Context: an optimization exercise on an open-source flow, tuned for small area, a short achievable clock period and few clock cycles. The choices shown serve that exercise and are no tape-out recipe. Where RTL was checked, it was by simulation tests only, not by an equivalence proof against the original. Only the layout flow was run in run 1; the RTL was not checked for function there. No activity file was given, so power comes from the tool's default toggle rates.

--- flow/run.sh ---
#!/bin/bash
# The standard layout, with the port buffers made of buf_1 cells
# instead of the default clkdlybuf4s50_1. The make output goes to make.log.
set -euo pipefail
bash standard.sh "BUFFER_PORTS_ARGS=-buffer_cell sky130_fd_sc_hd__buf_1" finish > make.log 2>&1
--- standard.sh ---
#!/bin/bash
# synth_recipe.tcl (not shown) runs the flow's synth.tcl, then flattens the netlist and writes it again
# the make line also repeats each setting of config.mk as NAME=value (left out here)
make -C /OpenROAD-flow-scripts/flow DESIGN_CONFIG=/design/flow/config.mk WORK_HOME=/design/flow/orfs CLKGATE_MAP_FILE= SYNTH_SCRIPT=/design/flow/synth_recipe.tcl "${@:-finish}"
--- config.mk ---
export PLATFORM = sky130hd
export DESIGN_NAME = seq_mult
export DESIGN_NICKNAME = seq_mult
export VERILOG_FILES = /design/flow/design.v
export SDC_FILE = /design/flow/constraint.sdc
export NUM_CORES = 4
export LEC_CHECK = 0
export CAP_MARGIN = 20
export CORE_MARGIN = 2
export CORE_UTILIZATION = 40
export SETUP_SLACK_MARGIN = 1.0
export SLEW_MARGIN = 20
export SYNTH_HIERARCHICAL = 1
--- constraint.sdc ---
create_clock -name core_clock -period 5.0 [get_ports {clk}]
set_input_delay 1.0000 -clock core_clock [delete_from_list [all_inputs] [get_ports {clk}]]
set_output_delay 1.0000 -clock core_clock [all_outputs]
set_load 0.01 [all_outputs]
--- design.v ---
`timescale 1ns/1ns
module full_adder #(parameter n = 8)
					(input [n-1:0] a, b,
					input c,
					output reg carry,
					output reg [n-1:0] sum);
  always@(*)
	{carry, sum} = a+b+c;
endmodule
`timescale 1ns/1ns
module register #(parameter n = 8)
						(input clk, rst, enable,
						input [n-1:0] reg_in,
						output reg [n-1:0] reg_out);
	always @(posedge clk) begin
		if (rst)
			reg_out <= 0;
		else if (enable)
			reg_out <= reg_in;	
	end
endmodule
`timescale 1ns/1ns
module shift_register #(parameter n = 8)
						(input clk, rst, enable, load,
						input  ser_in,
						input [n-1:0] par_in,
						output reg [n-1:0] par_out);
	always @(posedge clk) begin
		if (rst)
			par_out <= 0;
		else if (load)
			par_out <= par_in;	
		else if (enable) begin
			par_out <= {ser_in, par_out[n-1:1]};
		end	
	end
endmodule
`timescale 1ns/1ns
module mux2to1 #(parameter width = 8) 
				(input [width-1:0] a,b,
				 input sel,
				 output reg [width-1:0] out);
	always @(*) begin
		case (sel)
			0: out = a;
			1: out = b;
			default: out = {width{1'b0}};
		endcase	
	end
endmodule
`timescale 1ns/1ns
module datapath #(parameter n = 8)
				(input rst, clk,
				input reg_b_enable, reg_a_enable, reg_p_enable, reg_a_load, sel_mux_reg_b_zero,
				input sel_p_reg,
				input [n-1:0] a, b,
				output a_lsb,
				output [2*n-1:0] mul_out);
	wire [n-1:0] b_to_mux, mux_to_adder, adder_sum, mux_to_p_out, reg_p_out;
	wire adder_cout;
	register #(n) reg_partial_out (.clk(clk), .enable(reg_p_enable), .rst (rst), .reg_in(mux_to_p_out), .reg_out(reg_p_out));
	shift_register #(n) reg_a (.clk(clk), .rst (rst), .enable(reg_a_enable), .load (reg_a_load), .ser_in (adder_sum[0]), .par_in (a), .par_out(mul_out[n-1:0]));
	register #(n) reg_b (.clk(clk), .rst (rst), .enable(reg_b_enable), .reg_in(b), .reg_out(b_to_mux));			
	full_adder #(n) fa (.a(reg_p_out), .b(mux_to_adder), .c(1'b0), .carry(adder_cout), .sum(adder_sum));
	mux2to1 #(n) mux_to_reg_p (.a({n{1'b0}}), .b({adder_cout,adder_sum[n-1:1]}), .sel(sel_p_reg), .out(mux_to_p_out));  
	mux2to1 #(n) mux_reg_b_zero (.a({n{1'b0}}), .b(b_to_mux), .sel(sel_mux_reg_b_zero), .out(mux_to_adder));  
	assign a_lsb = (mul_out[0] == 1);  
	assign mul_out[2*n-1:n] = reg_p_out;
endmodule				
`timescale 1ns/1ns
module controller #(parameter m = 3)  
					(input start, clk, rst, a_lsb,
					output reg reg_b_enable, reg_a_enable, reg_p_enable, sel_p_reg, reg_a_load, sel_mux_reg_b_zero,
					output reg valid);
	parameter [1:0] reset = 0, load = 1, addshift = 2, done = 3;
	reg [1:0] current_state, next_state;
	reg count_en;
	reg [m-1:0] count;
	always @(current_state, start, count) begin :combinational
		case (current_state) 
			reset: begin
				if (start == 1) next_state = load;
				else next_state = reset;
			end	
			load: begin
				if (start == 0) next_state = addshift;
				else next_state = load;
			end				
			addshift: begin
				if ( count == {m{1'b1}}) next_state = done;
				else next_state = addshift;
			end	
			done: begin
				next_state = reset;
			end	
			default: next_state = reset;
		endcase
	end
	always @(current_state, a_lsb) begin :combinational_controlling_signals
		count_en = 0;
		reg_b_enable = 0;
		reg_a_enable = 0;
		reg_p_enable = 0;
		sel_p_reg = 0;
		reg_a_load = 0;
		sel_mux_reg_b_zero = 0;
		valid = 0;
		case (current_state) 
			reset: begin
				count_en = 0;
				reg_b_enable = 0;
				reg_a_enable = 0;
				reg_p_enable = 1;
				sel_p_reg = 0;
				reg_a_load = 0;
				sel_mux_reg_b_zero = 0;
				valid = 0;
			end	
			load: begin
				reg_a_load = 1;
				reg_b_enable =1;
			end				
			addshift: begin
				if (a_lsb == 0) begin
					reg_a_enable = 1;
					sel_mux_reg_b_zero = 0;  
					reg_p_enable = 1;
				end	
				else begin
					reg_a_enable = 1;
					sel_mux_reg_b_zero = 1;  
					reg_p_enable = 1;
				end	
				count_en = 1;
				sel_p_reg = 1;
			end	
			done: begin
				valid = 1;
			end	
			default: begin
				count_en = 0;
				reg_b_enable = 0;
				reg_a_enable = 0;
				reg_p_enable = 0;
				sel_p_reg = 0;
				reg_a_load = 0;
				sel_mux_reg_b_zero = 0;
				valid = 0;
			end
		endcase
	end
	always @(posedge clk) begin :sequential
		if (rst)
			current_state <= reset;
		else
			current_state <= next_state;
	end	
	always @(posedge clk) begin :counter_seq
		if (rst) begin
			count <= 0;
		end	
		else if (count_en == 1)
			count <= count + 1;
	end
endmodule
`timescale 1ns/1ns
module seq_mult #(parameter n = 32)
				(input start, rst, clk,
				input [n-1:0] a, b,
				output valid,
				output [2*n-1:0] result);
	reg [31:0] breg;
	reg [34:0] hs, hc;
	reg [7:0] sl, cl;
	reg [23:0] l;
	reg        lb, ngd;
	reg [15:0] selr;            
	reg [1:0]  cnt;
	reg        run, pend, vld;
	function [15:0] sel;
		input [7:0] x;
		input y;
		integer k;
		reg [8:0] xy;
		reg x1, x0, p;
		begin
			xy = {x, y};
			for (k = 0; k < 4; k = k + 1) begin
				x1 = xy[2*k+2];
				x0 = xy[2*k+1];
				p  = xy[2*k];
				sel[k]       = ~x1 & (x0 ^ p);
				sel[4+k]   = ~x1 & x0 & p;
				sel[8+k] = x1 & (x0 ^ p);
				sel[12+k] = x1 & ~x0 & ~p;
			end
		end
	endfunction
	wire       ld = ~run;
	wire [31:0] bm = ld ? b : breg;
	wire [15:0] seli = ld ? sel(a[9:2], 1'b0) : selr;
	wire [34:0] hsi = ld ? {1'b1, 2'b00, b & {32{a[0]}}} : hs;
	wire [34:0] hci = ld ? {2'b00, b & {32{a[1]}}, 1'b0} : hc;
	wire [7:0] sli = sl & {8{run}};
	wire [7:0] cli = cl & {8{run}};
	wire       ngdi = ngd & run;
	wire [3:0] p1 = seli[3:0];
	wire [3:0] p2 = seli[7:4];
	wire [3:0] n1 = seli[11:8];
	wire [3:0] n2 = seli[15:12];
	wire [3:0] ng = n1 | n2;
	wire [33:0] pp0 = {~ng[0], ({33{p1[0]}} & {1'b0, bm}) | ({33{p2[0]}} & {bm, 1'b0}) | ({33{n1[0]}} & ~{1'b0, bm}) | ({33{n2[0]}} & ~{bm, 1'b0})};
	wire [33:0] pp1 = {~ng[1], ({33{p1[1]}} & {1'b0, bm}) | ({33{p2[1]}} & {bm, 1'b0}) | ({33{n1[1]}} & ~{1'b0, bm}) | ({33{n2[1]}} & ~{bm, 1'b0})};
	wire [33:0] pp2 = {~ng[2], ({33{p1[2]}} & {1'b0, bm}) | ({33{p2[2]}} & {bm, 1'b0}) | ({33{n1[2]}} & ~{1'b0, bm}) | ({33{n2[2]}} & ~{bm, 1'b0})};
	wire [33:0] pp3 = {~ng[3], ({33{p1[3]}} & {1'b0, bm}) | ({33{p2[3]}} & {bm, 1'b0}) | ({33{n1[3]}} & ~{1'b0, bm}) | ({33{n2[3]}} & ~{bm, 1'b0})};
	wire s1, c2;
	wire s3, c4;
	wire s5, c6;
	wire s7, c8;
	wire s9, c10;
	wire s11, c12;
	wire s13, c14;
	wire s15, c16;
	wire s17, c18;
	wire s19, c20;
	wire s21, c22;
	wire s23, c24;
	wire s25, c26;
	wire s27, c28;
	wire s29, c30;
	wire s31, c32;
	wire s33, c34;
	wire s35, c36;
	wire s37, c38;
	wire s39, c40;
	wire s41, c42;
	wire s43, c44;
	wire s45, c46;
	wire s47, c48;
	wire s49, c50;
	wire s51, c52;
	wire s53, c54;
	wire s55, c56;
	wire s57, c58;
	wire s59, c60;
	wire s61, c62;
	wire s63, c64;
	wire s65, c66;
	wire s67, c68;
	wire s69, c70;
	wire s71, c72;
	wire s73, c74;
	wire s75, c76;
	wire s77, c78;
	wire s79, c80;
	wire s81, c82;
	wire s83, c84;
	wire s85, c86;
	wire s87, c88;
	wire s89, c90;
	wire s91, c92;
	wire s93, c94;
	wire s95, c96;
	wire s97, c98;
	wire s99, c100;
	wire s101, c102;
	wire s103, c104;
	wire s105, c106;
	wire s107, c108;
	wire s109, c110;
	wire s111, c112;
	wire s113, c114;
	wire s115, c116;
	wire s117, c118;
	wire s119, c120;
	wire s121, c122;
	wire s123, c124;
	wire s125, c126;
	wire s127, c128;
	wire s129, c130;
	wire s131, c132;
	wire s133, c134;
	wire s135, c136;
	wire s137, c138;
	wire s139, c140;
	wire s141, c142;
	wire s143, c144;
	wire s145, c146;
	wire s147, c148;
	wire s149, c150;
	wire s151, c152;
	wire s153, c154;
	wire s155, c156;
	wire s157, c158;
	wire s159, c160;
	wire s161, c162;
	wire s163, c164;
	wire s165, c166;
	wire s167, c168;
	wire s169, c170;
	wire s171, c172;
	wire s173, c174;
	wire s175, c176;
	wire s177, c178;
	wire s179, c180;
	wire s181, c182;
	wire s183, c184;
	wire s185, c186;
	wire s187, c188;
	wire s189, c190;
	wire s191, c192;
	wire s193, c194;
	wire s195, c196;
	wire s197, c198;
	wire s199, c200;
	wire s201, c202;
	wire s203, c204;
	wire s205, c206;
	wire s207, c208;
	wire s209, c210;
	wire s211, c212;
	wire s213, c214;
	wire s215, c216;
	wire s217, c218;
	wire s219, c220;
	wire s221, c222;
	wire s223, c224;
	wire s225, c226;
	wire s227, c228;
	wire s229, c230;
	wire s231, c232;
	wire s233, c234;
	wire s235, c236;
	wire s237, c238;
	wire s239, c240;
	wire s241, c242;
	wire s243, c244;
	wire s245, c246;
	wire s247, c248;
	wire s249, c250;
	wire s251, c252;
	wire s253, c254;
	wire s255, c256;
	wire s257, c258;
	wire s259, c260;
	wire s261, c262;
	wire s263, c264;
	wire s265, c266;
	wire s267, c268;
	wire s269, c270;
	wire s271, c272;
	wire s273, c274;
	wire s275, c276;
	wire s277, c278;
	wire s279, c280;
	wire s281, c282;
	wire s283, c284;
	csa_ha u_s1 (.a(hsi[4]), .b(hci[4]), .s(s1), .co(c2));
	csa_ha u_s3 (.a(hsi[5]), .b(hci[5]), .s(s3), .co(c4));
	csa_fa u_s5 (.a(hsi[6]), .b(hci[6]), .c(pp0[4]), .s(s5), .co(c6));
	csa_ha u_s7 (.a(pp1[2]), .b(pp2[0]), .s(s7), .co(c8));
	csa_fa u_s9 (.a(hsi[7]), .b(hci[7]), .c(pp0[5]), .s(s9), .co(c10));
	csa_ha u_s11 (.a(pp1[3]), .b(pp2[1]), .s(s11), .co(c12));
	csa_fa u_s13 (.a(hsi[8]), .b(hci[8]), .c(pp0[6]), .s(s13), .co(c14));
	csa_fa u_s15 (.a(pp1[4]), .b(pp2[2]), .c(pp3[0]), .s(s15), .co(c16));
	csa_fa u_s17 (.a(hsi[9]), .b(hci[9]), .c(pp0[7]), .s(s17), .co(c18));
	csa_fa u_s19 (.a(pp1[5]), .b(pp2[3]), .c(pp3[1]), .s(s19), .co(c20));
	csa_fa u_s21 (.a(hsi[10]), .b(hci[10]), .c(pp0[8]), .s(s21), .co(c22));
	csa_fa u_s23 (.a(pp1[6]), .b(pp2[4]), .c(pp3[2]), .s(s23), .co(c24));
	csa_fa u_s25 (.a(hsi[11]), .b(hci[11]), .c(pp0[9]), .s(s25), .co(c26));
	csa_fa u_s27 (.a(pp1[7]), .b(pp2[5]), .c(pp3[3]), .s(s27), .co(c28));
	csa_fa u_s29 (.a(hsi[12]), .b(hci[12]), .c(pp0[10]), .s(s29), .co(c30));
	csa_fa u_s31 (.a(pp1[8]), .b(pp2[6]), .c(pp3[4]), .s(s31), .co(c32));
	csa_fa u_s33 (.a(hsi[13]), .b(hci[13]), .c(pp0[11]), .s(s33), .co(c34));
	csa_fa u_s35 (.a(pp1[9]), .b(pp2[7]), .c(pp3[5]), .s(s35), .co(c36));
	csa_fa u_s37 (.a(hsi[14]), .b(hci[14]), .c(pp0[12]), .s(s37), .co(c38));
	csa_fa u_s39 (.a(pp1[10]), .b(pp2[8]), .c(pp3[6]), .s(s39), .co(c40));
	csa_fa u_s41 (.a(hsi[15]), .b(hci[15]), .c(pp0[13]), .s(s41), .co(c42));
	csa_fa u_s43 (.a(pp1[11]), .b(pp2[9]), .c(pp3[7]), .s(s43), .co(c44));
	csa_fa u_s45 (.a(hsi[16]), .b(hci[16]), .c(pp0[14]), .s(s45), .co(c46));
	csa_fa u_s47 (.a(pp1[12]), .b(pp2[10]), .c(pp3[8]), .s(s47), .co(c48));
	csa_fa u_s49 (.a(hsi[17]), .b(hci[17]), .c(pp0[15]), .s(s49), .co(c50));
	csa_fa u_s51 (.a(pp1[13]), .b(pp2[11]), .c(pp3[9]), .s(s51), .co(c52));
	csa_fa u_s53 (.a(hsi[18]), .b(hci[18]), .c(pp0[16]), .s(s53), .co(c54));
	csa_fa u_s55 (.a(pp1[14]), .b(pp2[12]), .c(pp3[10]), .s(s55), .co(c56));
	csa_fa u_s57 (.a(hsi[19]), .b(hci[19]), .c(pp0[17]), .s(s57), .co(c58));
	csa_fa u_s59 (.a(pp1[15]), .b(pp2[13]), .c(pp3[11]), .s(s59), .co(c60));
	csa_fa u_s61 (.a(hsi[20]), .b(hci[20]), .c(pp0[18]), .s(s61), .co(c62));
	csa_fa u_s63 (.a(pp1[16]), .b(pp2[14]), .c(pp3[12]), .s(s63), .co(c64));
	csa_fa u_s65 (.a(hsi[21]), .b(hci[21]), .c(pp0[19]), .s(s65), .co(c66));
	csa_fa u_s67 (.a(pp1[17]), .b(pp2[15]), .c(pp3[13]), .s(s67), .co(c68));
	csa_fa u_s69 (.a(hsi[22]), .b(hci[22]), .c(pp0[20]), .s(s69), .co(c70));
	csa_fa u_s71 (.a(pp1[18]), .b(pp2[16]), .c(pp3[14]), .s(s71), .co(c72));
	csa_fa u_s73 (.a(hsi[23]), .b(hci[23]), .c(pp0[21]), .s(s73), .co(c74));
	csa_fa u_s75 (.a(pp1[19]), .b(pp2[17]), .c(pp3[15]), .s(s75), .co(c76));
	csa_fa u_s77 (.a(hsi[24]), .b(hci[24]), .c(pp0[22]), .s(s77), .co(c78));
	csa_fa u_s79 (.a(pp1[20]), .b(pp2[18]), .c(pp3[16]), .s(s79), .co(c80));
	csa_fa u_s81 (.a(hsi[25]), .b(hci[25]), .c(pp0[23]), .s(s81), .co(c82));
	csa_fa u_s83 (.a(pp1[21]), .b(pp2[19]), .c(pp3[17]), .s(s83), .co(c84));
	csa_fa u_s85 (.a(hsi[26]), .b(hci[26]), .c(pp0[24]), .s(s85), .co(c86));
	csa_fa u_s87 (.a(pp1[22]), .b(pp2[20]), .c(pp3[18]), .s(s87), .co(c88));
	csa_fa u_s89 (.a(hsi[27]), .b(hci[27]), .c(pp0[25]), .s(s89), .co(c90));
	csa_fa u_s91 (.a(pp1[23]), .b(pp2[21]), .c(pp3[19]), .s(s91), .co(c92));
	csa_fa u_s93 (.a(hsi[28]), .b(hci[28]), .c(pp0[26]), .s(s93), .co(c94));
	csa_fa u_s95 (.a(pp1[24]), .b(pp2[22]), .c(pp3[20]), .s(s95), .co(c96));
	csa_fa u_s97 (.a(hsi[29]), .b(hci[29]), .c(pp0[27]), .s(s97), .co(c98));
	csa_fa u_s99 (.a(pp1[25]), .b(pp2[23]), .c(pp3[21]), .s(s99), .co(c100));
	csa_fa u_s101 (.a(hsi[30]), .b(hci[30]), .c(pp0[28]), .s(s101), .co(c102));
	csa_fa u_s103 (.a(pp1[26]), .b(pp2[24]), .c(pp3[22]), .s(s103), .co(c104));
	csa_fa u_s105 (.a(hsi[31]), .b(hci[31]), .c(pp0[29]), .s(s105), .co(c106));
	csa_fa u_s107 (.a(pp1[27]), .b(pp2[25]), .c(pp3[23]), .s(s107), .co(c108));
	csa_fa u_s109 (.a(hsi[32]), .b(hci[32]), .c(pp0[30]), .s(s109), .co(c110));
	csa_fa u_s111 (.a(pp1[28]), .b(pp2[26]), .c(pp3[24]), .s(s111), .co(c112));
	csa_fa u_s113 (.a(hsi[33]), .b(hci[33]), .c(pp0[31]), .s(s113), .co(c114));
	csa_fa u_s115 (.a(pp1[29]), .b(pp2[27]), .c(pp3[25]), .s(s115), .co(c116));
	csa_fa u_s117 (.a(~hsi[34]), .b(hci[34]), .c(pp0[32]), .s(s117), .co(c118));
	csa_fa u_s119 (.a(pp1[30]), .b(pp2[28]), .c(pp3[26]), .s(s119), .co(c120));
	csa_fa u_s121 (.a(hsi[34]), .b(pp0[33]), .c(pp1[31]), .s(s121), .co(c122));
	csa_ha u_s123 (.a(pp2[29]), .b(pp3[27]), .s(s123), .co(c124));
	csa_fa u_s125 (.a(pp1[32]), .b(pp2[30]), .c(pp3[28]), .s(s125), .co(c126));
	csa_ha u_s127 (.a(hsi[0]), .b(hci[0]), .s(s127), .co(c128));
	csa_ha u_s129 (.a(hsi[2]), .b(hci[2]), .s(s129), .co(c130));
	csa_ha u_s131 (.a(hsi[3]), .b(hci[3]), .s(s131), .co(c132));
	csa_fa u_s133 (.a(pp0[2]), .b(pp1[0]), .c(ng[1]), .s(s133), .co(c134));
	csa_fa u_s135 (.a(c2), .b(pp0[3]), .c(pp1[1]), .s(s135), .co(c136));
	csa_fa u_s137 (.a(c4), .b(ng[2]), .c(s5), .s(s137), .co(c138));
	csa_fa u_s139 (.a(c6), .b(c8), .c(s9), .s(s139), .co(c140));
	csa_fa u_s141 (.a(c10), .b(c12), .c(s13), .s(s141), .co(c142));
	csa_fa u_s143 (.a(c14), .b(c16), .c(s17), .s(s143), .co(c144));
	csa_fa u_s145 (.a(c18), .b(c20), .c(s21), .s(s145), .co(c146));
	csa_fa u_s147 (.a(c22), .b(c24), .c(s25), .s(s147), .co(c148));
	csa_fa u_s149 (.a(c26), .b(c28), .c(s29), .s(s149), .co(c150));
	csa_fa u_s151 (.a(c30), .b(c32), .c(s33), .s(s151), .co(c152));
	csa_fa u_s153 (.a(c34), .b(c36), .c(s37), .s(s153), .co(c154));
	csa_fa u_s155 (.a(c38), .b(c40), .c(s41), .s(s155), .co(c156));
	csa_fa u_s157 (.a(c42), .b(c44), .c(s45), .s(s157), .co(c158));
	csa_fa u_s159 (.a(c46), .b(c48), .c(s49), .s(s159), .co(c160));
	csa_fa u_s161 (.a(c50), .b(c52), .c(s53), .s(s161), .co(c162));
	csa_fa u_s163 (.a(c54), .b(c56), .c(s57), .s(s163), .co(c164));
	csa_fa u_s165 (.a(c58), .b(c60), .c(s61), .s(s165), .co(c166));
	csa_fa u_s167 (.a(c62), .b(c64), .c(s65), .s(s167), .co(c168));
	csa_fa u_s169 (.a(c66), .b(c68), .c(s69), .s(s169), .co(c170));
	csa_fa u_s171 (.a(c70), .b(c72), .c(s73), .s(s171), .co(c172));
	csa_fa u_s173 (.a(c74), .b(c76), .c(s77), .s(s173), .co(c174));
	csa_fa u_s175 (.a(c78), .b(c80), .c(s81), .s(s175), .co(c176));
	csa_fa u_s177 (.a(c82), .b(c84), .c(s85), .s(s177), .co(c178));
	csa_fa u_s179 (.a(c86), .b(c88), .c(s89), .s(s179), .co(c180));
	csa_fa u_s181 (.a(c90), .b(c92), .c(s93), .s(s181), .co(c182));
	csa_fa u_s183 (.a(c94), .b(c96), .c(s97), .s(s183), .co(c184));
	csa_fa u_s185 (.a(c98), .b(c100), .c(s101), .s(s185), .co(c186));
	csa_fa u_s187 (.a(c102), .b(c104), .c(s105), .s(s187), .co(c188));
	csa_fa u_s189 (.a(c106), .b(c108), .c(s109), .s(s189), .co(c190));
	csa_fa u_s191 (.a(c110), .b(c112), .c(s113), .s(s191), .co(c192));
	csa_fa u_s193 (.a(c114), .b(c116), .c(s117), .s(s193), .co(c194));
	csa_fa u_s195 (.a(c118), .b(c120), .c(s121), .s(s195), .co(c196));
	csa_fa u_s197 (.a(c122), .b(c124), .c(1'b1), .s(s197), .co(c198));
	csa_fa u_s199 (.a(c126), .b(pp1[33]), .c(pp2[31]), .s(s199), .co(c200));
	csa_ha u_s201 (.a(pp2[32]), .b(pp3[30]), .s(s201), .co(c202));
	csa_ha u_s203 (.a(ngdi), .b(cyn), .s(s203), .co(c204));
	csa_fa u_s205 (.a(c128), .b(hsi[1]), .c(hci[1]), .s(s205), .co(c206));
	csa_fa u_s207 (.a(pp0[0]), .b(ng[0]), .c(s129), .s(s207), .co(c208));
	csa_fa u_s209 (.a(c130), .b(pp0[1]), .c(s131), .s(s209), .co(c210));
	csa_fa u_s211 (.a(c132), .b(s1), .c(s133), .s(s211), .co(c212));
	csa_fa u_s213 (.a(c134), .b(s3), .c(s135), .s(s213), .co(c214));
	csa_fa u_s215 (.a(c136), .b(s7), .c(s137), .s(s215), .co(c216));
	csa_fa u_s217 (.a(c138), .b(s11), .c(s139), .s(s217), .co(c218));
	csa_fa u_s219 (.a(c140), .b(s15), .c(s141), .s(s219), .co(c220));
	csa_fa u_s221 (.a(c142), .b(s19), .c(s143), .s(s221), .co(c222));
	csa_fa u_s223 (.a(c144), .b(s23), .c(s145), .s(s223), .co(c224));
	csa_fa u_s225 (.a(c146), .b(s27), .c(s147), .s(s225), .co(c226));
	csa_fa u_s227 (.a(c148), .b(s31), .c(s149), .s(s227), .co(c228));
	csa_fa u_s229 (.a(c150), .b(s35), .c(s151), .s(s229), .co(c230));
	csa_fa u_s231 (.a(c152), .b(s39), .c(s153), .s(s231), .co(c232));
	csa_fa u_s233 (.a(c154), .b(s43), .c(s155), .s(s233), .co(c234));
	csa_fa u_s235 (.a(c156), .b(s47), .c(s157), .s(s235), .co(c236));
	csa_fa u_s237 (.a(c158), .b(s51), .c(s159), .s(s237), .co(c238));
	csa_fa u_s239 (.a(c160), .b(s55), .c(s161), .s(s239), .co(c240));
	csa_fa u_s241 (.a(c162), .b(s59), .c(s163), .s(s241), .co(c242));
	csa_fa u_s243 (.a(c164), .b(s63), .c(s165), .s(s243), .co(c244));
	csa_fa u_s245 (.a(c166), .b(s67), .c(s167), .s(s245), .co(c246));
	csa_fa u_s247 (.a(c168), .b(s71), .c(s169), .s(s247), .co(c248));
	csa_fa u_s249 (.a(c170), .b(s75), .c(s171), .s(s249), .co(c250));
	csa_fa u_s251 (.a(c172), .b(s79), .c(s173), .s(s251), .co(c252));
	csa_fa u_s253 (.a(c174), .b(s83), .c(s175), .s(s253), .co(c254));
	csa_fa u_s255 (.a(c176), .b(s87), .c(s177), .s(s255), .co(c256));
	csa_fa u_s257 (.a(c178), .b(s91), .c(s179), .s(s257), .co(c258));
	csa_fa u_s259 (.a(c180), .b(s95), .c(s181), .s(s259), .co(c260));
	csa_fa u_s261 (.a(c182), .b(s99), .c(s183), .s(s261), .co(c262));
	csa_fa u_s263 (.a(c184), .b(s103), .c(s185), .s(s263), .co(c264));
	csa_fa u_s265 (.a(c186), .b(s107), .c(s187), .s(s265), .co(c266));
	csa_fa u_s267 (.a(c188), .b(s111), .c(s189), .s(s267), .co(c268));
	csa_fa u_s269 (.a(c190), .b(s115), .c(s191), .s(s269), .co(c270));
	csa_fa u_s271 (.a(c192), .b(s119), .c(s193), .s(s271), .co(c272));
	csa_fa u_s273 (.a(c194), .b(s123), .c(s195), .s(s273), .co(c274));
	csa_fa u_s275 (.a(c196), .b(s125), .c(s197), .s(s275), .co(c276));
	csa_fa u_s277 (.a(c198), .b(pp3[29]), .c(s199), .s(s277), .co(c278));
	csa_fa u_s279 (.a(c200), .b(1'b1), .c(s201), .s(s279), .co(c280));
	csa_fa u_s281 (.a(c202), .b(pp2[33]), .c(pp3[31]), .s(s281), .co(c282));
	csa_ha u_s283 (.a(pp3[32]), .b(1'b1), .s(s283), .co(c284));
	wire [42:0] sv = {1'b0, c284, c282, c280, c278, c276, c274, c272, c270, c268, c266, c264, c262, c260, c258, c256, c254, c252, c250, c248, c246, c244, c242, c240, c238, c236, c234, c232, c230, c228, c226, c224, c222, c220, c218, c216, c214, c212, c210, c208, c206, c204, s127};
	wire [42:0] cv = {1'b0, pp3[33], s283, s281, s279, s277, s275, s273, s271, s269, s267, s265, s263, s261, s259, s257, s255, s253, s251, s249, s247, s245, s243, s241, s239, s237, s235, s233, s231, s229, s227, s225, s223, s221, s219, s217, s215, s213, s211, s209, s207, s205, s203};
	wire [8:0] low = sli + cli;
	wire       cyn = low[8];
	always @(posedge clk) begin
		breg <= bm;
		hs   <= sv[42:8];
		hc   <= cv[42:8];
		sl   <= sv[7:0];
		cl   <= cv[7:0];
		ngd  <= ng[3];
		if (ld) begin
			selr <= sel(a[17:10], a[9]);
			lb   <= a[17];
			l    <= {18'd0, a[31:18]};
		end else begin
			selr <= sel(l[7:0], lb);
			lb   <= l[7];
			l    <= {low[7:0], l[23:8]};
		end
	end
	always @(posedge clk) begin
		if (rst) begin
			run  <= 1'b0;
			pend <= 1'b0;
			vld  <= 1'b0;
		end else begin
			vld <= 1'b0;
			if (!run) begin
				if (start | pend) begin
					run  <= 1'b1;
					pend <= 1'b0;
					cnt  <= 2'd0;
				end
			end else begin
				cnt <= cnt + 1'b1;
				if (cnt == 2'd2) begin
					run  <= 1'b0;
					pend <= start;
					vld  <= ~start;
				end
			end
		end
	end
	wire [39:0] hsum = {hs[31:0], sl} + {hc[31:0], cl};
	assign valid  = vld;
	assign result = {hsum, l};
endmodule
module csa_fa (input a, b, c, output s, co);
	assign s  = a ^ b ^ c;
	assign co = (a & b) | (a & c) | (b & c);
endmodule
module csa_ha (input a, b, output s, co);
	assign s  = a ^ b;
	assign co = a & b;
endmodule
==> results.json, run 1 <==
{
  "status": "complete, no violations",
  "min_period_over_period_pct": 79.7,
  "crit_top_cell": "a21oi_4",
  "die_h_um": 190,
  "hp-class": "flip-flop to flip-flop",
  "skew_ps": 8.97,
  "grt_start_max_net_pins": 97,
  "cap_violations": 0,
  "gp_congestion": 0.934,
  "peakVddDrop_v": 0.000437,
  "fillers": 3331,
  "ios": 132,
  "crit_family": "compound AO/OA/AOI/OAI gates",
  "synth_area_leaders": "dfxtp_1 23%, fa_1 19%, a21oi_1 7.6%",
  "hold_ws_ps": 473,
  "cts_tree": "done",
  "clock_sinks": 163,
  "p_seq_share_pct": 19.5,
  "ys_warn_count": 7,
  "grt_pass1_vias": 12400,
  "wl_um": 45700,
  "via_per_inst": 5.72,
  "clockPowerShare_pct": 11.8,
  "setup_viol": 0,
  "instances_no_fill": 2196,
  "start_util_pct": 40.3,
  "numPortBuffers": 131,
  "p_comb_share_pct": 68.7,
  "end_kind": "output pin",
  "worst_ep_arrival_time_ps": 2990,
  "p_int_w": 0.00537,
  "grt_pass1_wl_um": 71600,
  "cts.path.max_buffers": 2,
  "grt.overflow.total": 0,
  "finalHoldViolCount": 0,
  "async_reset_ff_share_pct": 0,
  "cp.buffers_inverters": 1,
  "nets": 1987,
  "numCtsBuffers": 17,
  "ys_ff_latch": 163,
  "wl_per_cell_um": 20.8,
  "cp_slowest_cell": "a211o_4",
  "antenna_found_initial": 0,
  "maxSlewHeadroom_pct": 39.8,
  "diodes": 0,
  "yosys.area.top_type": "dfxtp_1",
  "hpwlAfterDp_um": 34000,
  "root_buffer": "clkbuf_16",
  "critPathLaunchType": "flip-flop",
  "place_inst": 2149,
  "fin_area_um2": 15800,
  "path_cells": "ha_4 > fa_2 > a21oi_4 > o21ai_4 > a221oi_4 > a31oi_4 > a211o_4 > a21oi_4 > xnor2_2 > buf_2",
  "p_total_w": 0.0108,
  "switching_share_pct": 50.2,
  "grt_usage_pct": 25.6,
  "core-area_um2": 34300,
  "first_pass_iters": 6,
  "syn_avg_cell_area_um2": 8.46,
  "yosysUniqueCellTypes": 70,
  "fp.dieW_um": 190,
  "yosys.area.top_type_share_pct": 23.3,
  "crit_fanout": 3,
  "ant_nets": 0,
  "insertion_delay_ps": 450,
  "drive_above_1_share_pct": 11.8,
  "dpl_cell_area_um2": 14800,
  "worstPathRequired_ps": 4000,
  "dieArea_um2": 36000,
  "synth-edff-count": 2,
  "ys.flop_type": "dfxtp_1",
  "crit_type": "flip-flop to output pin",
  "powerDensity_nw_per_um2": 682,
  "ys_seq_area_share_pct": 23.8,
  "area_growth_pct": 14.6,
  "p_leak_nw": 6.43,
  "finalSetupTns_ps": 0,
  "multi_input_area_um2": 10100,
  "synthCells": 1632,
  "synthesis.area_um2": 13800,
  "grt_setup_unrepaired": "true",
  "p_switching_w": 0.00541,
  "worst_pin_slew_ps": 903,
  "h-tree-depth": 4,
  "drc": 0,
  "r2r_slack_ps": 1340,
  "slew_viol_final": 0,
  "max_freq_mhz": 251,
  "via_count": 12600,
  "post-route-min-period_ps": 3990,
  "cts_hold_buffers": 0,
  "cts.reportedPaths.clkPinSlew_ps": 70,
  "regArea_um2": 3290,
  "core.rowCount": 68,
  "drtIter0Drc": 1388,
  "cpPeakStageDelay_ps": 400
}
[synth_stat cells, drive strengths merged (2+ instances only)]
cell type / count
o2111ai: 2
o21bai: 8
o211ai: 69
nand3: 7
a21o: 13
a22o: 70
xor2: 15
conb: 2
o21ai: 101
and3: 6
nand2b: 9
or3: 7
ha: 59
nor4b: 2
a21boi: 3
o22ai: 5
a31oi: 8
nor2b: 41
xnor2: 37
a32oi: 33
nor3: 11
o21a: 7
a22oi: 2
edfxtp: 2
mux2: 14
and2: 24
fa: 133
a211oi: 7
buf: 43
nor2: 141
nand4: 12
clkbuf: 85
inv: 57
dfxtp: 161
nand2: 188
o32ai: 4
or2: 6
a21oi: 216
o31ai: 10
[sequential cells by signal, indices dropped and copies added (netlist names)]
| name | count |
|---|---|
| hc | 34 |
| vld | 1 |
| lb | 1 |
| cnt | 2 |
| ngd | 1 |
| run | 1 |
| selr | 16 |
| cl | 8 |
| hs | 34 |
| pend | 1 |
| breg | 32 |
| l | 24 |
| sl | 8 |
[power by group through the flow]
stage	Clock (W)	Sequential (W)	Combinational, W
after floorplan	0	0.00196	0.00465
after global placement	0	0.00211	0.00671
after detailed placement	0	0.00211	0.00682
after CTS	0.00130	0.00209	0.00714
after global routing	0.00135	0.00214	0.00815
final	0.00127	0.00211	0.00741
[placed cells by master, fill, tap and decap left out, types with 17 or more instances in the layout]
master / synthesis / routed
a21oi_1: 210 / 195
nand2_1: 187 / 185
dfxtp_1: 161 / 156
nor2_1: 141 / 140
fa_1: 133 / 132
buf_1: 5 / 126
o21ai_0: 96 / 87
a22o_1: 70 / 70
o211ai_1: 68 / 68
buf_4: 0 / 67
inv_1: 56 / 56
nor2b_1: 41 / 41
ha_1: 59 / 41
xnor2_1: 37 / 35
a32oi_1: 33 / 31
and2_1: 23 / 23
clkbuf_16: 0 / 17
[layout make-up]
cell class | count | area share, %
clock buffers | 18 | 2.71
clock inverters | 14 | 0.783
inverters | 57 | 1.35
flip-flops and latches | 163 | 20.8
multi-input cells | 1286 | 64.0
well taps | 455 | 3.60
repair buffers | 203 | 6.79
[stage by stage]
stage | setup slack (ps) | utilization (%)
2_1_floorplan | 1520 | -
3_3_place_gp | 949 | 43.3
3_5_place_dp | 900 | 43.3
4_1_cts | 909 | 45.5
5_1_grt | 920 | 46.2
6_report | 1010 | 46.2
[logic make-up (layout without fill, tap and decap cells)]
| group | Yosys count | count (layout) | synth area share (%) |
|---|---|---|---|
| AO/OA/AOI/OAI | 568 | 568 | 26.9 |
| AND/OR/NAND/NOR | 455 | 455 | 14.8 |
| adder cells (fa/ha/maj) | 192 | 192 | 24.6 |
| buffers and inverters | 185 | 292 | 5.38 |
| flip-flops | 163 | 163 | 23.8 |
| XOR/XNOR | 52 | 52 | 3.30 |
| multiplexers | 15 | 15 | 1.21 |
| other | 2 | 4 | 0.0544 |
[timing repair]
action,4_1_cts,5_1_grt
endpoints found under the hold margin,0,0
pin swaps,17,17
setup endpoints to repair,12,64
gates cloned,0,0
buffers inserted,9,6
resized for setup,38,45
[routing by layer]
layer / share of wire [%] / global-route usage, % / up-vias / routed length (um)
met5: 0 / 0 / - / 0
met4: 2.5 / 7.63 / 0 / 1150
met3: 7.0 / 4.24 / 83 / 3190
met2: 46 / 41.1 / 499 / 20900
met1: 45 / 35.5 / 6050 / 20500
li1: - / - / 5928 / -
[Yosys stat by module (local to each module, per instance)]
module,times used,cell area [um2],cells
seq_mult,1,11100,1490
csa_fa,131,20.0,1
csa_ha,11,12.5,1
[path summary, 6_finish.rpt]
| kind | start | end | cells after the start |
|---|---|---|---|
| worst max-delay path | sl[0]$_DFF_P_ | result[62] | 10 |
| worst min-delay path | l[22]$_SDFF_PN0_ | l[14]$_SDFF_PN0_ | 1 |
| worst max register to register | run$_SDFF_PP0_ | hc[29]$_DFF_P_ | 10 |
| worst min register to register | l[22]$_SDFF_PN0_ | l[14]$_SDFF_PN0_ | 1 |
==> inputs of run 2 (changes only) <==
--- a/design.v
+++ b/design.v
@@ -174,7 +174,6 @@
 	reg [7:0] sl, cl;
 	reg [23:0] l;
 	reg        lb, ngd;
-	reg [15:0] selr;            
 	reg [1:0]  cnt;
 	reg        run, pend, vld;
 	function [15:0] sel;
@@ -198,7 +197,7 @@
 	endfunction
 	wire       ld = ~run;
 	wire [31:0] bm = ld ? b : breg;
-	wire [15:0] seli = ld ? sel(a[9:2], 1'b0) : selr;
+	wire [15:0] seli = ld ? sel(a[9:2], 1'b0) : sel(l[7:0], lb);
 	wire [34:0] hsi = ld ? {1'b1, 2'b00, b & {32{a[0]}}} : hs;
 	wire [34:0] hci = ld ? {2'b00, b & {32{a[1]}}, 1'b0} : hc;
 	wire [7:0] sli = sl & {8{run}};
@@ -509,11 +508,9 @@
 		cl   <= cv[7:0];
 		ngd  <= ng[3];
 		if (ld) begin
-			selr <= sel(a[17:10], a[9]);
-			lb   <= a[17];
-			l    <= {18'd0, a[31:18]};
+			lb   <= a[9];
+			l    <= {10'd0, a[31:10]};
 		end else begin
-			selr <= sel(l[7:0], lb);
 			lb   <= l[7];
 			l    <= {low[7:0], l[23:8]};
 		end
--- a/config.mk
+++ b/config.mk
@@ -5,9 +5,10 @@
 export SDC_FILE = /design/flow/constraint.sdc
 export NUM_CORES = 4
 export LEC_CHECK = 0
+export ABC_AREA = 1
 export CAP_MARGIN = 20
 export CORE_MARGIN = 2
 export CORE_UTILIZATION = 40
-export SETUP_SLACK_MARGIN = 1.0
+export SETUP_SLACK_MARGIN = 1.3
 export SLEW_MARGIN = 20
 export SYNTH_HIERARCHICAL = 1
==> results.json, run 2 <==
{
  "status": "complete, no violations",
  "crit_type": "input port to flip-flop",
  "antenna_found_initial": 0,
  "syn_avg_cell_area_um2": 7.02,
  "p_comb_share_pct": 67.4,
  "nets": 2355,
  "ys_top_cells_by_count": "737 x nand2_1, 205 x inv_1, 145 x dfxtp_1",
  "drive_above_1_share_pct": 5.60,
  "finalSetupTns_ps": 0,
  "wl_per_cell_um": 18.0,
  "powerDensity_nw_per_um2": 653,
  "synth_most_common_cell": "nand2_1",
  "hold_start": "breg[19]$_DFF_P_",
  "switching_share_pct": 52.1,
  "core.rowCount": 69,
  "reg2reg_from": "run$_SDFF_PP0_",
  "gp_congestion": 0.889,
  "grt_usage_pct": 25.6,
  "grt_setup_unrepaired": "true",
  "finalHoldViolCount": 0,
  "area_growth_pct": 9.19,
  "hpwlAfterDp_um": 35700,
  "core-area_um2": 35300,
  "cts.path.max_buffers": 2,
  "cts_tree": "done",
  "cp.buffers_inverters": 2,
  "insertion_delay_ps": 440,
  "end_kind": "flip-flop",
  "drtIter0Drc": 1064,
  "clock_sinks": 147,
  "crit_fanout": 21,
  "ios": 132,
  "skew_ps": 14.5,
  "yosysUniqueCellTypes": 47,
  "layout_top_registers": "hc x34, hs x34, breg x32",
  "grt.overflow.total": 0,
  "cts_hold_buffers": 0,
  "synthesis.area_um2": 14200,
  "maxSlewHeadroom_pct": 48.6,
  "final_cell_mix": "733 x nand2_1, 205 x inv_1, 144 x dfxtp_1",
  "first_pass_iters": 5,
  "grt_start_max_net_pins": 87,
  "fp.dieW_um": 193,
  "ys.flop_type": "dfxtp_1",
  "grt_pass1_vias": 12900,
  "via_per_inst": 5.25,
  "async_reset_ff_share_pct": 0,
  "synthCells": 2030,
  "die_h_um": 193,
  "max_freq_mhz": 279,
  "cpPeakStageDelay_ps": 620,
  "synth-edff-count": 2,
  "worst_ep_arrival_time_ps": 3900,
  "ys_warn_count": 7,
  "clockPowerShare_pct": 12.9,
  "cts.reportedPaths.clkPinSlew_ps": 70,
  "dieArea_um2": 37100,
  "worstPathRequired_ps": 5310,
  "post-route-min-period_ps": 3590,
  "grt_pass1_wl_um": 72500,
  "crit_family": "adder cells",
  "start_util_pct": 40.3,
  "cap_violations": 0,
  "drc": 0,
  "slew_viol_final": 0,
  "wl_um": 46100,
  "p_leak_nw": 7.27,
  "post-route-util_pct": 44.0,
  "root_buffer": "clkbuf_16",
  "finalWorstSetupSlack_ps": 1410,
  "setup_viol": 0,
  "h-tree-depth": 4,
  "p_seq_share_pct": 19.8,
  "via_count": 13500,
  "p_int_w": 0.00486,
  "hp-class": "flip-flop to flip-flop",
  "yosys.area.top_type_share_pct": 20.4,
  "ys_ff_latch": 147,
  "ys_seq_area_share_pct": 20.8,
  "diodes": 0,
  "peakVddDrop_v": 0.000410,
  "numPortBuffers": 131,
  "ant_nets": 0,
  "crit_path_start": "a[3]",
  "min_period_over_period_pct": 71.7,
  "final_common_cell": "nand2_1",
  "numCtsBuffers": 17,
  "critPathLaunchType": "input port",
  "fillers": 3679,
  "p_switching_w": 0.00529,
  "worst_pin_slew_ps": 766,
  "crit_top_cell": "fa_1",
  "dp_worst_setup_slack_ps": 819,
  "cp_slowest_cell": "o31ai_4",
  "synth_area_leaders": "dfxtp_1 20%, nand2_1 19%, fa_1 19%",
  "path_cells": "buf_1 > o31ai_4 > buf_4 > nand2_1 > o221ai_1 > fa_1 > fa_1 > fa_1",
  "yosys.area.top_type": "dfxtp_1"
}
## run 2: power by group through the flow
stage	Sequential (W)	Clock, W	Combinational (W)
2_1_floorplan	0.00184	0	0.00480
3_3_place_gp	0.00202	0	0.00668
3_5_place_dp	0.00201	0	0.00681
4_1_cts	0.00199	0.00133	0.00685
5_1_grt	0.00203	0.00139	0.00782
6_report	0.00201	0.00131	0.00684
## run 2: metrics by stage
stage / power [W] / hold WS [ps] / cells / cell area [um2]
6_report: 0.0102 / 452 / 2570 / 15600
5_1_grt: 0.0112 / 481 / 2570 / 15600
4_1_cts: 0.0102 / 453 / 2568 / 15500
3_5_place_dp: 0.00882 / 440 / 2536 / 14900
3_3_place_gp: 0.00869 / 439 / 2536 / 14900
2_1_floorplan: 0.00664 / 474 / 2032 / 14200
## run 2: kinds of logic after synthesis
kind of cell    count (synthesis)  synth area share (%)
simple gates                  959                  26.4
flops                         147                  20.8
buf+inv                       323                  10.2
other cells                     2                0.0527
xor+xnor                       26                  1.60
fa+ha+maj                     192                  23.9
compound gates                381                  17.1
## run 2: area by class of cell
cell class	count	area (um2)	area share (%)
Timing Repair Buffer	155	702	4.51
Clock inverter	13	145	0.933
Tap cell	461	577	3.71
Multi-Input combinational cell	1562	9900	63.7
Sequential cell	147	2970	19.1
Inverter	213	815	5.24
Clock buffer	19	443	2.85
## run 2: worst paths after layout
kind | end | slack [ps] | cells past startpoint
max | hc[11]$_DFF_P_ | 1410 | 8
min | breg[19]$_DFF_P_ | 450 | 2
max reg2reg | hc[11]$_DFF_P_ | 1460 | 11
min reg2reg | breg[19]$_DFF_P_ | 450 | 2
## run 2: per-layer routing
layer	vias to the layer above	share of wire [%]	global-route usage, %	wire length [um]
li1	6637	-	-	-
met1	6309	46	36.0	21300
met2	479	44	39.6	20300
met3	63	7.4	5.00	3420
met4	0	2.4	7.63	1100
met5	-	0	0	0
## run 2: worst min-delay path, stage by stage, from the launching register on
cell and delay, ps:
dfxtp_1 300, nand2_1 40, nand2_1 70
## run 2: what timing repair did
action                                 in CTS  in global routing
setup buffers                               0                  2
endpoints found under the hold margin       0                  0
pin swaps                                   0                  1
gates resized for setup                     4                 20
setup endpoints to repair                  23                 69
## run 2: Yosys stat by module (local to each module, per instance)
module,times used,flip-flops and latches,cell area (um2),cells
seq_mult,1,147,11500,1888
csa_fa,131,0,20.0,1
csa_ha,11,0,12.5,1
Testbench counts of run 2, summed over its fixed seeds: cycles 8,000.
==> inputs of run 3 (changes only) <==
--- a/config.mk
+++ b/config.mk
@@ -9,6 +9,6 @@
 export CAP_MARGIN = 20
 export CORE_MARGIN = 2
 export CORE_UTILIZATION = 40
-export SETUP_SLACK_MARGIN = 1.3
+export SETUP_SLACK_MARGIN = 1.0
 export SLEW_MARGIN = 20
 export SYNTH_HIERARCHICAL = 1
==> results.json, run 3 <==
{
  "status": "complete, no violations",
  "fin_area_um2": 15500,
  "first_pass_iters": 5,
  "maxSlewHeadroom_pct": 35.4,
  "numCtsBuffers": 17,
  "synth_area_leaders": "dfxtp_1 20%, nand2_1 19%, fa_1 19%",
  "p_int_w": 0.00485,
  "end_kind": "flip-flop",
  "worst_ep_arrival_time_ps": 4060,
  "grt.overflow.total": 0,
  "gp_congestion": 0.889,
  "max_freq_mhz": 266,
  "drtIter0Drc": 1180,
  "crit_type": "flip-flop to flip-flop",
  "hold_ws_ps": 451,
  "async_reset_ff_share_pct": 0,
  "layout_top_registers": "hc x34, hs x34, breg x32",
  "finalSetupTns_ps": 0,
  "grt_usage_pct": 25.6,
  "yosysUniqueCellTypes": 47,
  "h-tree-depth": 4,
  "worst_pin_slew_ps": 967,
  "p_seq_share_pct": 19.8,
  "ys_top_cells_by_count": "737 x nand2_1, 205 x inv_1, 145 x dfxtp_1",
  "post-route-min-period_ps": 3750,
  "final_cell_mix": "736 x nand2_1, 205 x inv_1, 144 x dfxtp_1",
  "syn_avg_cell_area_um2": 7.02,
  "switching_share_pct": 52.1,
  "yosys.area.top_type": "dfxtp_1",
  "ys.flop_type": "dfxtp_1",
  "insertion_delay_ps": 440,
  "diodes": 0,
  "dpl_cell_area_um2": 14900,
  "ant_nets": 0,
  "cts.reportedPaths.clkPinSlew_ps": 60,
  "cts_hold_buffers": 0,
  "clock_sinks": 147,
  "worstPathRequired_ps": 5310,
  "drc": 0,
  "finalHoldViolCount": 0,
  "wl_um": 46100,
  "cts_tree": "done",
  "grt_setup_unrepaired": "false",
  "nets": 2353,
  "dieArea_um2": 37100,
  "p_switching_w": 0.00528,
  "hp-class": "flip-flop to flip-flop",
  "final_common_cell": "nand2_1",
  "p_leak_nw": 7.24,
  "numPortBuffers": 131,
  "powerDensity_nw_per_um2": 654,
  "synth_most_common_cell": "nand2_1",
  "ys_warn_count": 7,
  "post-route-util_pct": 43.8,
  "core.rowCount": 69,
  "crit_fanout": 56,
  "core-area_um2": 35300,
  "drive_above_1_share_pct": 4.98,
  "cap_violations": 0,
  "cts.path.max_buffers": 2,
  "ys_seq_area_share_pct": 20.8,
  "fillers": 3671,
  "grt_start_max_net_pins": 87,
  "ys_ff_latch": 147,
  "clockPowerShare_pct": 12.9,
  "p_comb_share_pct": 67.3,
  "setup_viol": 0,
  "wl_per_cell_um": 18.0,
  "peakVddDrop_v": 0.000398,
  "ios": 132,
  "fp.dieW_um": 193,
  "skew_ps": 15.7,
  "via_per_inst": 5.28,
  "grt_pass1_vias": 12900,
  "critPathLaunchType": "flip-flop",
  "synth-edff-count": 2,
  "antenna_found_initial": 0,
  "start_util_pct": 40.3,
  "yosys.area.top_type_share_pct": 20.4,
  "synthCells": 2030,
  "slew_viol_final": 0,
  "min_period_over_period_pct": 75.1,
  "via_count": 13600,
  "die_h_um": 193,
  "root_buffer": "clkbuf_16",
  "hpwlAfterDp_um": 35700,
  "grt_pass1_wl_um": 72500,
  "area_growth_pct": 8.68,
  "synthesis.area_um2": 14200
}
run 3: cell counts after synthesis:
No cell type changed its count.
run 3: layer usage:
layer / vias up / wire (um) / track usage, %
li1: 6628 / - / -
met1: 6348 / 21400 / 36.0
met2: 520 / 20100 / 39.6
met3: 62 / 3540 / 5.00
met4: 0 / 1120 / 7.63
met5: - / 0 / 0
run 3: logic make-up (layout without fill, tap and decap cells):
kind of cell,count (synthesis),after routing,synth area share [%]
and+or+nand+nor,959,959,26.4
DFF,147,147,20.8
adders and majority gates,192,192,23.9
buffers and inverters,323,398,10.2
xor gates and xnor gates,26,26,1.60
other,2,4,0.0527
AOI/OAI and AO/OA,381,381,17.1
run 3: layout make-up:
cell class | instances | area (um2) | area share (%)
well taps | 461 | 577 | 3.73
clock inverters | 13 | 145 | 0.938
repair buffers | 153 | 682 | 4.41
inverters | 213 | 802 | 5.18
multi-input cells | 1562 | 9860 | 63.7
flip-flops and latches | 147 | 2970 | 19.2
clock buffers | 19 | 443 | 2.86
run 3: critical path, stage by stage, from the launching register on:
cell and delay, ps:
dfxtp_4 360, inv_4 510, nand2_1 230, nand2_1 410, inv_1 230, nor2_1 180, o221ai_1 180, fa_1 590
fa_1 460, fa_1 440
run 3: metrics by stage:
| stage | worst slack, ps | total power [W] | instances |
|---|---|---|---|
| 2_1_floorplan | 1650 | 0.00664 | 2032 |
| 3_3_place_gp | 876 | 0.00869 | 2536 |
| 3_5_place_dp | 819 | 0.00882 | 2536 |
| 4_1_cts | 1110 | 0.0102 | 2568 |
| 5_1_grt | 1020 | 0.0112 | 2568 |
| 6_report | 1250 | 0.0101 | 2568 |
run 3: Yosys stat by module, one instance, submodules excluded:
module    times used  cells  flops+latches
seq_mult           1   1888            147
csa_fa           131      1              0
csa_ha            11      1              0
run 3: path summary, 6_finish.rpt:
kind / slack [ps] / to / cells past startpoint / start
worst min-delay path: 450 / breg[19]$_DFF_P_ / 2 / breg[19]$_DFF_P_
worst min register to register: 450 / breg[19]$_DFF_P_ / 2 / breg[19]$_DFF_P_
worst max-delay path: 1250 / hc[13]$_DFF_P_ / 9 / run$_SDFF_PP0_
worst max register to register: 1250 / hc[13]$_DFF_P_ / 9 / run$_SDFF_PP0_
run 3: what timing repair did:
item | in CTS | in global routing
setup endpoints to repair | 0 | 5
setup buffers | 0 | 0
resized for setup | 0 | 2
run 3: power groups by stage:
stage | sequential [W] | clock (W) | combinational (W)
floorplan | 0.00184 | 0 | 0.00480
global placement | 0.00202 | 0 | 0.00668
detailed placement | 0.00201 | 0 | 0.00681
CTS | 0.00199 | 0.00133 | 0.00684
global route | 0.00203 | 0.00139 | 0.00779
finish | 0.00200 | 0.00131 | 0.00682

## static timing again, ports no longer ideal
In the flow no input, the clock included, has a driving cell. The finished layouts below were timed again as built, in two steps. Step 1 assumes that a clkbuf_16 drives the clock port and a buf_2 every other input. Step 2 times the ports against the registers' clock, not the clock port: input delays grow and output delays shrink by t, the midpoint of the rising clock arrivals with the driver on. a / b / c = ideal / step 1 / step 2; a / b = the first two.
run	t (ns)	slack for setup (ns)	worst setup path at the end	worst slew at a driven data input, ns
run 1	0.495	1.014 / 0.960 / 0.897	input to register	0.04
run 2	0.481	1.413 / 1.417 / 0.951	input to register	0.06
run 3	0.482	1.245 / 1.212 / 0.818	input to register	0.05
After both steps every run listed still meets setup and hold. For run 2, which loses most, drivers alone change the setup slack by +0.004 ns; drivers and shift together by -0.462 ns.
